This is an optimization exercise on Yosys and OpenROAD, whose aim is small area, a short achievable clock period and few clock cycles, not a production implementation. At most, simulation tests tie the RTL to the original design; equivalence was not proved.

Design PSE, start of the top module:
module PSE ( clk,
			reset,
			Xin,
			Yin,
			point_num,
			valid,
			Xout,
			Yout);
make LEC_CHECK=0 CAP_MARGIN=20 CORE_MARGIN=2 CORE_UTILIZATION=40 SETUP_SLACK_MARGIN=4.5 SLEW_MARGIN=20 finish   # period 11.0 ns
run.sh (not shown) runs the stock make flow with config.mk's settings and CLKGATE_MAP_FILE= SYNTH_SCRIPT=/design/flow/synth_recipe.tcl, a recipe that flattens the netlist after the stock synthesis.
The baseline finished clean.
Next try:
--- a/flow/design.v
+++ b/flow/design.v
@@ -714,25 +714,20 @@
 output [9:0] Xout;
 output [9:0] Yout;
 reg  [3:0] cyc;
 reg  [2:0] n;
 reg  [9:0] p0x, p0y;
 reg  [10:0] sx1, sy1, sx2, sy2, sx3, sy3, sx4, sy4, sx5, sy5;
-reg        cr;          
-reg  [3:0] xs0, xs1;    
-reg  [3:0] ys0, ys1;    
-wire [3:0] xs = cr ? xs1 : xs0;
-wire [3:0] ys = cr ? ys1 : ys0;
+reg  [3:0] xs;          
+reg  [3:0] ys;          
 reg  [4:0] osel;        
 reg        vld;
 reg        c12, c13, c23, b5first;
 reg        mg;          
-reg  [1:0] ia0, ia1;    
-reg  [1:0] ib0, ib1;    
-wire [1:0] ia = cr ? ia1 : ia0;
-wire [1:0] ib = cr ? ib1 : ib0;
+reg  [1:0] ia;          
+reg  [1:0] ib;          
 wire c;   
 wire [10:0] ax = ({11{xs[0]}} & sx1) | ({11{xs[1]}} & sx2) | ({11{xs[2]}} & sx3) | ({11{xs[3]}} & sx4);
 wire [10:0] ay = ({11{xs[0]}} & sy1) | ({11{xs[1]}} & sy2) | ({11{xs[2]}} & sy3) | ({11{xs[3]}} & sy4);
 wire [10:0] bx = ({11{ys[0]}} & sx2) | ({11{ys[1]}} & sx3) | ({11{ys[2]}} & sx4) | ({11{ys[3]}} & sx5);
 wire [10:0] by = ({11{ys[0]}} & sy2) | ({11{ys[1]}} & sy3) | ({11{ys[2]}} & sy4) | ({11{ys[3]}} & sy5);
 cross_calculator CC(.x0(ax), .y0(ay), .x1(bx), .y1(by), .pos(c));
@@ -847,22 +842,17 @@
 	end
 	if (cyc == 4'd1) begin sx1 <= {1'b0, Xin} - {1'b0, p0x}; sy1 <= {1'b0, Yin} - {1'b0, p0y}; end
 	if (cyc == 4'd2) begin sx2 <= {1'b0, Xin} - {1'b0, p0x}; sy2 <= {1'b0, Yin} - {1'b0, p0y}; end
 	if (cyc == 4'd3) begin sx3 <= {1'b0, Xin} - {1'b0, p0x}; sy3 <= {1'b0, Yin} - {1'b0, p0y}; end
 	if (cyc == 4'd4) begin sx4 <= {1'b0, Xin} - {1'b0, p0x}; sy4 <= {1'b0, Yin} - {1'b0, p0y}; end
 	if (cyc == 4'd5) begin sx5 <= {1'b0, Xin} - {1'b0, p0x}; sy5 <= {1'b0, Yin} - {1'b0, p0y}; end
-	cr    <= c;
-	xs0   <= xs_n[0];
-	xs1   <= xs_n[1];
-	ys0   <= ys_n[0];
-	ys1   <= ys_n[1];
+	xs    <= c ? xs_n[1] : xs_n[0];
+	ys    <= c ? ys_n[1] : ys_n[0];
 	osel  <= c ? osel_n[1] : osel_n[0];
-	ia0   <= ia_n[0];
-	ia1   <= ia_n[1];
-	ib0   <= ib_n[0];
-	ib1   <= ib_n[1];
+	ia    <= c ? ia_n[1] : ia_n[0];
+	ib    <= c ? ib_n[1] : ib_n[0];
 	c12 <= c12_n[c];
 	c13 <= c13_n[c];
 	c23 <= c23_n[c];
 	b5first <= b5_n[c];
 end
 wire [9:0] ovx = ({10{osel[0]}} & sx1[9:0]) | ({10{osel[1]}} & sx2[9:0]) | ({10{osel[2]}} & sx3[9:0])
What happened: Critical path depth rises by 1; worst setup slack gains 21 ps; final area falls by a few percent; die area falls by a few percent; global-route usage falls by 1.9 points; hold slack gains 33 ps; via count falls by roughly a tenth; core utilization falls by 0.81 points.
Testbench counts after the change, summed over its fixed seeds: cycles 22,671.
The RTL of the first run of this note was laid out without a check of its function.

* * *

Setup of east:
Another version of the RTL of PSE (not shown whole).
Size in the first run: roughly 180 flip-flops, about 17000 µm² of cells after synthesis.
clock: 11.0 ns
lec_check: 0
cap_margin: 20
core_margin: 2
core_utilization: 40
setup_slack_margin: 4.5
slew_margin: 20
standard.sh (not shown) runs the stock make flow with config.mk's settings and CLKGATE_MAP_FILE= SYNTH_SCRIPT=/design/flow/synth_recipe.tcl, a recipe that flattens the netlist after the stock synthesis.
==> flow/flow/run.sh <==
#!/bin/bash
# The standard layout (the standard.sh), with plain buffers on the ports
# instead of delay buffers. Each tool's output goes to standard.log here and
# to the ORFS logs under orfs/logs/.
export BUFFER_PORTS_ARGS="-buffer_cell sky130_fd_sc_hd__buf_2"
bash standard.sh > standard.log 2>&1
#### Input delta (south over east)
diff --git a/flow/design.v b/flow/design.v
--- a/flow/design.v
+++ b/flow/design.v
@@ -709,44 +709,37 @@
 input        reset;
 input [9:0]  Xin;
 input [9:0]  Yin;
 input [2:0]  point_num;
 output       valid;
 output [9:0] Xout;
 output [9:0] Yout;
 reg  [3:0] cyc;
 reg  [2:0] n;
 reg  [9:0] p0x, p0y;
 reg  [10:0] sx1, sy1, sx2, sy2, sx3, sy3, sx4, sy4, sx5, sy5;
 reg        cr;          
-assign cr_ = cr;
 reg  [3:0] xs0, xs1;    
 reg  [3:0] ys0, ys1;    
 wire [3:0] xs = cr ? xs1 : xs0;
 wire [3:0] ys = cr ? ys1 : ys0;
-reg  [4:0] osel0, osel1;  
-wire [4:0] osel = cr ? osel1 : osel0;
+reg  [4:0] osel;        
 reg        vld;
-reg        c12r, c13r, c23r, b5r;    
+reg        c12, c13, c23, b5first;
 reg        mg;          
 reg  [1:0] ia0, ia1;    
 reg  [1:0] ib0, ib1;    
 wire [1:0] ia = cr ? ia1 : ia0;
 wire [1:0] ib = cr ? ib1 : ib0;
 wire c;   
-wire cr_;
-wire c12     = (cyc == 4'd4) ? cr_ : c12r;
-wire c13     = (cyc == 4'd5) ? cr_ : c13r;
-wire c23     = (cyc == 4'd6) ? cr_ : c23r;
-wire b5first = (cyc == 4'd7) ? cr_ : b5r;
 wire [10:0] ax = ({11{xs[0]}} & sx1) | ({11{xs[1]}} & sx2) | ({11{xs[2]}} & sx3) | ({11{xs[3]}} & sx4);
 wire [10:0] ay = ({11{xs[0]}} & sy1) | ({11{xs[1]}} & sy2) | ({11{xs[2]}} & sy3) | ({11{xs[3]}} & sy4);
 wire [10:0] bx = ({11{ys[0]}} & sx2) | ({11{ys[1]}} & sx3) | ({11{ys[2]}} & sx4) | ({11{ys[3]}} & sx5);
 wire [10:0] by = ({11{ys[0]}} & sy2) | ({11{ys[1]}} & sy3) | ({11{ys[2]}} & sy4) | ({11{ys[3]}} & sy5);
 cross_calculator CC(.x0(ax), .y0(ay), .x1(bx), .y1(by), .pos(c));
 wire big = n[2] & (n[1] | n[0]);           
 wire [3:0] start = big ? {1'b0, n} + 4'd1 : {1'b0, n};    
 wire [3:0] stop  = start + {1'b0, n} - 4'd1;              
 wire pre  = (cyc == start - 4'd1);         
 function [3:0] headA;    
 	input [1:0] k;
 	input x12, x13, x23;
@@ -853,31 +846,30 @@
 		n   <= point_num;
 	end
 	if (cyc == 4'd1) begin sx1 <= {1'b0, Xin} - {1'b0, p0x}; sy1 <= {1'b0, Yin} - {1'b0, p0y}; end
 	if (cyc == 4'd2) begin sx2 <= {1'b0, Xin} - {1'b0, p0x}; sy2 <= {1'b0, Yin} - {1'b0, p0y}; end
 	if (cyc == 4'd3) begin sx3 <= {1'b0, Xin} - {1'b0, p0x}; sy3 <= {1'b0, Yin} - {1'b0, p0y}; end
 	if (cyc == 4'd4) begin sx4 <= {1'b0, Xin} - {1'b0, p0x}; sy4 <= {1'b0, Yin} - {1'b0, p0y}; end
 	if (cyc == 4'd5) begin sx5 <= {1'b0, Xin} - {1'b0, p0x}; sy5 <= {1'b0, Yin} - {1'b0, p0y}; end
 	cr    <= c;
 	xs0   <= xs_n[0];
 	xs1   <= xs_n[1];
 	ys0   <= ys_n[0];
 	ys1   <= ys_n[1];
-	osel0 <= osel_n[0];
-	osel1 <= osel_n[1];
+	osel  <= c ? osel_n[1] : osel_n[0];
 	ia0   <= ia_n[0];
 	ia1   <= ia_n[1];
 	ib0   <= ib_n[0];
 	ib1   <= ib_n[1];
-	c12r <= c12;
-	c13r <= c13;
-	c23r <= c23;
-	b5r  <= b5first;
+	c12 <= c12_n[c];
+	c13 <= c13_n[c];
+	c23 <= c23_n[c];
+	b5first <= b5_n[c];
 end
 wire [9:0] ovx = ({10{osel[0]}} & sx1[9:0]) | ({10{osel[1]}} & sx2[9:0]) | ({10{osel[2]}} & sx3[9:0])
                | ({10{osel[3]}} & sx4[9:0]) | ({10{osel[4]}} & sx5[9:0]);
 wire [9:0] ovy = ({10{osel[0]}} & sy1[9:0]) | ({10{osel[1]}} & sy2[9:0]) | ({10{osel[2]}} & sy3[9:0])
                | ({10{osel[3]}} & sy4[9:0]) | ({10{osel[4]}} & sy5[9:0]);
 assign valid = vld;
 assign Xout = ovx + p0x;
 assign Yout = ovy + p0y;
 endmodule
Results
Looking at south and east, the required time of the worst setup path is a wash. STATUS global-route wire length before repair: south loses against east. After detailed routing, east needs less wire than south. Post-CTS setup buffer count ends up higher on south. Relative to east, the number of detailed-routing iterations run before antenna repair of south is lower by 1. In terms of fraction of synthesized cell area in xor and xnor cells, south and east differ only marginally. After synthesis and placement, the instance count of south is above that of east. Measured against east, the count of instances resized after the clock tree is built of south comes out at 2.1 times the reference value. | proportion of cell area occupied by registers | lower: south |. south against east; die area is down slightly. south vs east: synthesized area down. On number of unique standard cell types used by synthesis: south sits below east.
Function was not checked in any run of this note: the RTL went through the layout flow alone.

* * *

PSE with an RTL version that a note above also has.
Size in the first run: about 160 flip-flops, roughly 0.016 mm^2 of cells after synthesis.
==> module PSE, before the edit <==
module PSE ( clk,
			reset,
			Xin,
			Yin,
			point_num,
			valid,
			Xout,
			Yout);
input        clk;
input        reset;
input [9:0]  Xin;
input [9:0]  Yin;
input [2:0]  point_num;
output       valid;
output [9:0] Xout;
output [9:0] Yout;
reg  [3:0] cyc;
reg  [2:0] n;
reg  [9:0] p0x, p0y;
reg  [10:0] sx1, sy1, sx2, sy2, sx3, sy3, sx4, sy4, sx5, sy5;
reg  [3:0] xs;          
reg  [3:0] ys;          
reg  [4:0] osel;        
reg        vld;
reg        c12, c13, c23, b5first;
reg        mg;          
reg  [1:0] ia;          
reg  [1:0] ib;          
wire c;   
wire [10:0] ax = ({11{xs[0]}} & sx1) | ({11{xs[1]}} & sx2) | ({11{xs[2]}} & sx3) | ({11{xs[3]}} & sx4);
wire [10:0] ay = ({11{xs[0]}} & sy1) | ({11{xs[1]}} & sy2) | ({11{xs[2]}} & sy3) | ({11{xs[3]}} & sy4);
wire [10:0] bx = ({11{ys[0]}} & sx2) | ({11{ys[1]}} & sx3) | ({11{ys[2]}} & sx4) | ({11{ys[3]}} & sx5);
wire [10:0] by = ({11{ys[0]}} & sy2) | ({11{ys[1]}} & sy3) | ({11{ys[2]}} & sy4) | ({11{ys[3]}} & sy5);
cross_calculator CC(.x0(ax), .y0(ay), .x1(bx), .y1(by), .pos(c));
wire big = n[2] & (n[1] | n[0]);           
wire [3:0] start = big ? {1'b0, n} + 4'd1 : {1'b0, n};    
wire [3:0] stop  = start + {1'b0, n} - 4'd1;              
wire pre  = (cyc == start - 4'd1);         
function [3:0] headA;    
	input [1:0] k;
	input x12, x13, x23;
	input [2:0] nn;
	reg [1:0] r1, r2, r3;
	begin
		if (nn == 3'd3) begin
			r1 = 2'd0; r2 = 2'd3; r3 = 2'd3;
		end else if (nn == 3'd4) begin
			r1 = {1'b0, x12}; r2 = {1'b0, ~x12}; r3 = 2'd3;
		end else begin
			r1 = {1'b0, x12} + {1'b0, x13};
			r2 = {1'b0, ~x12} + {1'b0, x23};
			r3 = {1'b0, ~x13} + {1'b0, ~x23};
		end
		headA = {1'b0, r3 == k, r2 == k, r1 == k};
	end
endfunction
function [3:0] headB;
	input       k;
	input       b5;
	input [2:0] nn;
	begin
		case (nn)
			3'd3: headB = 4'b0001;
			3'd4: headB = 4'b0010;
			3'd5: headB = 4'b0100;
			default: headB = (k ^ b5) ? 4'b1000 : 4'b0100;
		endcase
	end
endfunction
wire [4:0] xslot = {1'b0, xs};
wire [4:0] yslot = {ys, 1'b0};
reg [3:0] xs_n [0:1];
reg [3:0] ys_n [0:1];
reg [4:0] osel_n [0:1];
reg       vld_n [0:1];
reg       mg_n [0:1];
reg [1:0] ia_n [0:1];
reg [1:0] ib_n [0:1];
reg       c12_n [0:1], c13_n [0:1], c23_n [0:1], b5_n [0:1];
reg [1:0] sizeA;
reg [1:0] sizeB;
reg       aLeft, bLeft;
reg       takeB;
integer v;
always @(*) begin
	sizeA = big ? 2'd3 : (n == 3'd4 ? 2'd2 : 2'd1);
	sizeB = (n == 3'd6) ? 2'd2 : 2'd1;
	aLeft = (ia < sizeA);
	bLeft = (ib < sizeB);
	for (v = 0; v < 2; v = v + 1) begin
		c12_n[v] = (cyc == 4'd3) ? v[0] : c12;
		c13_n[v] = (cyc == 4'd4) ? v[0] : c13;
		c23_n[v] = (cyc == 4'd5) ? v[0] : c23;
		b5_n[v]  = (cyc == 4'd6) ? v[0] : b5first;
		xs_n[v] = 4'b0000;
		ys_n[v] = 4'b0000;
		osel_n[v] = 5'b00000;
		vld_n[v] = 1'b0;
		mg_n[v] = 1'b0;
		ia_n[v] = 2'd0;
		ib_n[v] = 2'd0;
		takeB = bLeft & (~aLeft | v[0]);
		if (mg) begin
			vld_n[v] = 1'b1;
			osel_n[v] = takeB ? yslot : xslot;
			ia_n[v] = takeB ? ia : ia + 2'd1;
			ib_n[v] = takeB ? ib + 2'd1 : ib;
			mg_n[v] = (cyc != stop - 4'd1);
			xs_n[v] = headA(ia_n[v], c12, c13, c23, n);
			ys_n[v] = headB(ib_n[v][0], b5first, n);
		end else if (pre) begin
			vld_n[v] = 1'b1;
			mg_n[v] = 1'b1;
			xs_n[v] = headA(2'd0, c12_n[v], c13_n[v], c23_n[v], n);
			ys_n[v] = headB(1'b0, b5_n[v], n);
		end else begin
			case (cyc)
				4'd2: begin xs_n[v] = 4'b0001; ys_n[v] = 4'b0001; end   
				4'd3: begin xs_n[v] = 4'b0001; ys_n[v] = 4'b0010; end   
				4'd4: begin xs_n[v] = 4'b0010; ys_n[v] = 4'b0010; end   
				4'd5: begin xs_n[v] = 4'b1000; ys_n[v] = 4'b1000; end   
				default: ;
			endcase
		end
	end
end
always @(posedge clk or posedge reset) begin
	if (reset) begin
		cyc <= 4'd0;
		vld <= 1'b0;
		mg  <= 1'b0;
	end else begin
		cyc <= (cyc == stop) ? 4'd0 : cyc + 4'd1;
		vld <= (cyc != 4'd0) & (c ? vld_n[1] : vld_n[0]);
		mg  <= (cyc != 4'd0) & (c ? mg_n[1] : mg_n[0]);
	end
end
always @(posedge clk) begin
	if (cyc == 4'd0) begin
		p0x <= Xin;
		p0y <= Yin;
		n   <= point_num;
	end
	if (cyc == 4'd1) begin sx1 <= {1'b0, Xin} - {1'b0, p0x}; sy1 <= {1'b0, Yin} - {1'b0, p0y}; end
	if (cyc == 4'd2) begin sx2 <= {1'b0, Xin} - {1'b0, p0x}; sy2 <= {1'b0, Yin} - {1'b0, p0y}; end
	if (cyc == 4'd3) begin sx3 <= {1'b0, Xin} - {1'b0, p0x}; sy3 <= {1'b0, Yin} - {1'b0, p0y}; end
	if (cyc == 4'd4) begin sx4 <= {1'b0, Xin} - {1'b0, p0x}; sy4 <= {1'b0, Yin} - {1'b0, p0y}; end
	if (cyc == 4'd5) begin sx5 <= {1'b0, Xin} - {1'b0, p0x}; sy5 <= {1'b0, Yin} - {1'b0, p0y}; end
	xs    <= c ? xs_n[1] : xs_n[0];
	ys    <= c ? ys_n[1] : ys_n[0];
	osel  <= c ? osel_n[1] : osel_n[0];
	ia    <= c ? ia_n[1] : ia_n[0];
	ib    <= c ? ib_n[1] : ib_n[0];
	c12 <= c12_n[c];
	c13 <= c13_n[c];
	c23 <= c23_n[c];
	b5first <= b5_n[c];
end
wire [9:0] ovx = ({10{osel[0]}} & sx1[9:0]) | ({10{osel[1]}} & sx2[9:0]) | ({10{osel[2]}} & sx3[9:0])
               | ({10{osel[3]}} & sx4[9:0]) | ({10{osel[4]}} & sx5[9:0]);
wire [9:0] ovy = ({10{osel[0]}} & sy1[9:0]) | ({10{osel[1]}} & sy2[9:0]) | ({10{osel[2]}} & sy3[9:0])
               | ({10{osel[3]}} & sy4[9:0]) | ({10{osel[4]}} & sy5[9:0]);
assign valid = vld;
assign Xout = ovx + p0x;
assign Yout = ovy + p0y;
endmodule
clock: 11.0 ns
lec_check: 0
cap_margin: 20
core_margin: 2
core_utilization: 40
setup_slack_margin: 4.0
slew_margin: 20
run.sh (not shown) runs the stock make flow with config.mk's settings and CLKGATE_MAP_FILE= SYNTH_SCRIPT=/design/flow/synth_recipe.tcl, a recipe that flattens the netlist after the stock synthesis.
Stock flow here: none of the scripts above is used.
The first run completed with no timing, DRC or antenna violations.
Testbench counts at the start, summed over its fixed seeds: cycles 22,671.
Then changed:
--- a/flow/design.v
+++ b/flow/design.v
@@ -724,7 +724,8 @@
 reg        c12, c13, c23, b5first;
 reg        mg;          
 reg  [1:0] ia;          
-reg  [1:0] ib;          
+reg        ib;          
+reg        aLeft, bLeft;
 wire c;   
 wire [10:0] ax = ({11{xs[0]}} & sx1) | ({11{xs[1]}} & sx2) | ({11{xs[2]}} & sx3) | ({11{xs[3]}} & sx4);
 wire [10:0] ay = ({11{xs[0]}} & sy1) | ({11{xs[1]}} & sy2) | ({11{xs[2]}} & sy3) | ({11{xs[3]}} & sy4);
@@ -774,18 +775,15 @@
 reg       vld_n [0:1];
 reg       mg_n [0:1];
 reg [1:0] ia_n [0:1];
-reg [1:0] ib_n [0:1];
+reg       ib_n [0:1];
+reg       aL_n [0:1];
+reg       bL_n [0:1];
 reg       c12_n [0:1], c13_n [0:1], c23_n [0:1], b5_n [0:1];
 reg [1:0] sizeA;
-reg [1:0] sizeB;
-reg       aLeft, bLeft;
 reg       takeB;
 integer v;
 always @(*) begin
 	sizeA = big ? 2'd3 : (n == 3'd4 ? 2'd2 : 2'd1);
-	sizeB = (n == 3'd6) ? 2'd2 : 2'd1;
-	aLeft = (ia < sizeA);
-	bLeft = (ib < sizeB);
 	for (v = 0; v < 2; v = v + 1) begin
 		c12_n[v] = (cyc == 4'd3) ? v[0] : c12;
 		c13_n[v] = (cyc == 4'd4) ? v[0] : c13;
@@ -797,16 +795,20 @@
 		vld_n[v] = 1'b0;
 		mg_n[v] = 1'b0;
 		ia_n[v] = 2'd0;
-		ib_n[v] = 2'd0;
+		ib_n[v] = 1'b0;
+		aL_n[v] = 1'b1;
+		bL_n[v] = 1'b1;
 		takeB = bLeft & (~aLeft | v[0]);
 		if (mg) begin
 			vld_n[v] = 1'b1;
 			osel_n[v] = takeB ? yslot : xslot;
 			ia_n[v] = takeB ? ia : ia + 2'd1;
-			ib_n[v] = takeB ? ib + 2'd1 : ib;
+			ib_n[v] = takeB ? 1'b1 : ib;
+			aL_n[v] = takeB ? aLeft : (ia + 2'd1 < sizeA);
+			bL_n[v] = takeB ? (n == 3'd6 && !ib) : bLeft;
 			mg_n[v] = (cyc != stop - 4'd1);
 			xs_n[v] = headA(ia_n[v], c12, c13, c23, n);
-			ys_n[v] = headB(ib_n[v][0], b5first, n);
+			ys_n[v] = headB(ib_n[v], b5first, n);
 		end else if (pre) begin
 			vld_n[v] = 1'b1;
 			mg_n[v] = 1'b1;
@@ -850,6 +852,8 @@
 	osel  <= c ? osel_n[1] : osel_n[0];
 	ia    <= c ? ia_n[1] : ia_n[0];
 	ib    <= c ? ib_n[1] : ib_n[0];
+	aLeft <= c ? aL_n[1] : aL_n[0];
+	bLeft <= c ? bL_n[1] : bL_n[0];
 	c12 <= c12_n[c];
 	c13 <= c13_n[c];
 	c23 <= c23_n[c];
Outcome:
- The changed run finished clean
- worst setup slack loses 26 ps
- maximum frequency came out lower by about 0.4%
- non-clock buffer count came out lower by 6
- routed wire length came out higher by 1.5%
- die area came out higher by about 0.37%
- count of clock-buffer cells in the layout stays the same
- cell area stays flat
- hold slack gains 43 ps
Testbench counts after the change, summed over its fixed seeds: cycles 22,671.

[separate check: timing with driven ports]
Ports are ideal in the flow. The routed layouts listed here were re-timed in OpenROAD. Step 1 (the two cells are an assumption about what drives the block):
set clk [get_ports {clk}]
set_driving_cell -lib_cell sky130_fd_sc_hd__clkbuf_16 $clk
set_driving_cell -lib_cell sky130_fd_sc_hd__buf_2 [delete_from_list [all_inputs] $clk]
Step 2 adds t to the input delays and takes it off the output delays; t is the mean of the earliest and latest rising clock arrival at the registers after step 1. Input paths then give back, and output paths get back, about the clock's delay inside the block. Three values: ideal, step 1, step 2; two values: the first two.
| run | t, ns | setup slack, ns | hold WS [ns] | worst data-port slew with drivers (ns) |
|---|---|---|---|---|
| the first run of note 1 | 0.479 | 4.370 / 4.370 / 4.370 | 0.592 / 0.592 / 0.592 | 0.05 |
| the second run of note 1 | 0.476 | 4.391 / 4.391 / 4.391 | 0.625 / 0.625 / 0.625 | 0.04 |
| east | 0.476 | 4.587 / 4.587 / 4.587 | 0.555 / 0.555 / 0.555 | 0.03 |
| south | 0.483 | 4.208 / 4.208 / 4.208 | 0.584 / 0.584 / 0.584 | 0.06 |
| the first run of note 3 | 0.479 | 4.222 / 4.222 / 4.222 | 0.554 / 0.554 / 0.554 | 0.04 |
| the second run of note 3 | 0.479 | 4.196 / 4.196 / 4.196 | 0.596 / 0.596 / 0.596 | 0.05 |
After both steps every run listed still meets setup and hold.
